This is an optimization exercise on Yosys and OpenROAD, whose aim is small area and a short achievable clock period, not a production implementation.
Where RTL was checked, it was by simulation tests only, not by an equivalence proof against the original.
No activity file was given, so power comes from the tool's default toggle rates.

==> flow/design.v (excerpt) <==
module bit_population_counter #(
  parameter WIDTH                 = 256
) (
  input  logic                    clk_i,
  input  logic                    srst_i,
  input  logic [WIDTH-1:0]        data_i,
  input  logic                    data_val_i,
  output logic [$clog2(WIDTH):0]  data_o,
  output logic                    data_val_o
);
logic [19:0] cs_d, cs_q;
logic s1, c2, s3, c4, s5, c6, s7, c8, s9, c10, s11, c12, s13, c14, s15, c16;
logic s17, c18, s19, c20, s21, c22, s23, c24, s25, c26, s27, c28, s29, c30, s31, c32;
logic s33, c34, s35, c36, s37, c38, s39, c40, s41, c42, s43, c44, s45, c46, s47, c48;
logic s49, c50, s51, c52, s53, c54, s55, c56, s57, c58, s59, c60, s61, c62, s63, c64;
logic s65, c66, s67, c68, s69, c70, s71, c72, s73, c74, s75, c76, s77, c78, s79, c80;
logic s81, c82, s83, c84, s85, c86, s87, c88, s89, c90, s91, c92, s93, c94, s95, c96;
logic s97, c98, s99, c100, s101, c102, s103, c104, s105, c106, s107, c108, s109, c110, s111, c112;
logic s113, c114, s115, c116, s117, c118, s119, c120, s121, c122, s123, c124, s125, c126, s127, c128;
logic s129, c130, s131, c132, s133, c134, s135, c136, s137, c138, s139, c140, s141, c142, s143, c144;
logic s145, c146, s147, c148, s149, c150, s151, c152, s153, c154, s155, c156, s157, c158, s159, c160;
logic s161, c162, s163, c164, s165, c166, s167, c168, s169, c170, s171, c172, s173, c174, s175, c176;
  ...
export LEC_CHECK = 0
export CAP_MARGIN = 20
export CORE_MARGIN = 2
export CORE_UTILIZATION = 40
export CTS_BUF_LIST = sky130_fd_sc_hd__clkbuf_8
export SLEW_MARGIN = 20
export SYNTH_HIERARCHICAL = 1
create_clock -name core_clock -period 11.0 [get_ports {clk_i}]
standard.sh (not shown) runs the stock make flow with config.mk's settings and CLKGATE_MAP_FILE= SYNTH_SCRIPT=/design/flow/synth_recipe.tcl, a recipe that flattens the netlist after the stock synthesis.
==> flow/flow/run.sh <==
#!/bin/bash
# The standard layout (standard.sh), with plain buf_1 cells as the port buffers and a
# small clock tree. The make output goes to standard.log; each ORFS step logs to orfs/logs/.
set -euo pipefail
export BUFFER_PORTS_ARGS="-buffer_cell sky130_fd_sc_hd__buf_1"
export CTS_ARGS="-sink_clustering_enable -repair_clock_nets -dont_use_dummy_load -buf_list sky130_fd_sc_hd__clkbuf_8"
bash standard.sh > standard.log 2>&1
==> next run, changes <==
--- a/flow/design.v
+++ b/flow/design.v
@@ -14,12 +14,19 @@
   output logic s,
   output logic co
 );
   assign s  = a ^ b;
   assign co = a & b;
 endmodule
+module pc_cpa (
+  input  logic [8:0] x,
+  output logic [8:0] s
+);
+  assign s = {1'b0, x[7], x[6], x[5], x[4], x[3], x[2], x[1], x[0]}
+           + {1'b0, 1'b0, 1'b0, 1'b0, 1'b0, 1'b0, 1'b0, 1'b0, x[8]};
+endmodule
 module bit_population_counter #(
   parameter WIDTH                 = 256
 ) (
   input  logic                    clk_i,
   input  logic                    srst_i,
   input  logic [WIDTH-1:0]        data_i,
@@ -332,9 +339,8 @@
   pc_fa u_s483 (.a(cs_q[15]), .b(c476), .ci(c478), .s(s483), .co(c484));
   pc_fa u_s485 (.a(s481), .b(c480), .ci(s483), .s(s485), .co(c486));
   pc_fa u_s487 (.a(cs_q[16]), .b(cs_q[17]), .ci(cs_q[18]), .s(s487), .co(c488));
   pc_fa u_s489 (.a(cs_q[19]), .b(c482), .ci(s487), .s(s489), .co(c490));
   pc_fa u_s491 (.a(c484), .b(s489), .ci(c486), .s(s491), .co(c492));
   pc_fa u_s493 (.a(c488), .b(c490), .ci(c492), .s(s493), .co(c494));
-assign data_o = {1'b0, c494, s493, s491, s485, s479, s473, cs_q[2], cs_q[0]}
-              + {1'b0, 1'b0, 1'b0, 1'b0, 1'b0, 1'b0, 1'b0, 1'b0, cs_q[1]};
+  pc_cpa u_cpa (.x({cs_q[1], c494, s493, s491, s485, s479, s473, cs_q[2], cs_q[0]}), .s(data_o));
 endmodule
The changed run finished with timing, DRC and antenna clean.
Power climbs by 2.6%.
Die area stays flat.
Maximum frequency grows by 0.64%.
Wire length rose by 2.3%.
Cell area barely changes.
Worst hold slack improves by 0.053 ns.
Synthesized area hardly moves.
Clock-buffer cell count is unchanged.
Clock power climbs by about 1%.
Critical path depth stays the same.
For the first run of this note, only the layout was checked, not whether the RTL still works.

==> what the ideal ports hide <==
No port has a modelled driver above. Below, the same layouts with a new extraction and two added sets of constraints. Step 1 assumes that a clkbuf_16 drives the clock port and a buf_2 every other input. Step 2 times the ports against the registers' clock, not the clock port: input delays grow and output delays shrink by t, the midpoint of the rising clock arrivals with the driver on. a / b / c = ideal ports / drivers / drivers and shift; a / b = the first two.
run | t (ns) | setup WS [ns] | slew at the worst register clock pin (ns) | cell pins on the clock port's net
the first run | 0.282 | 5.247 / 5.255 / 4.973 | 0.08 / 0.08 | 1
the second run | 0.285 | 5.283 / 5.288 / 5.003 | 0.07 / 0.07 | 1
After both steps every run listed still meets setup and hold. For the second run, which loses most, drivers alone change the setup slack by +0.005 ns; drivers and shift together by -0.280 ns.
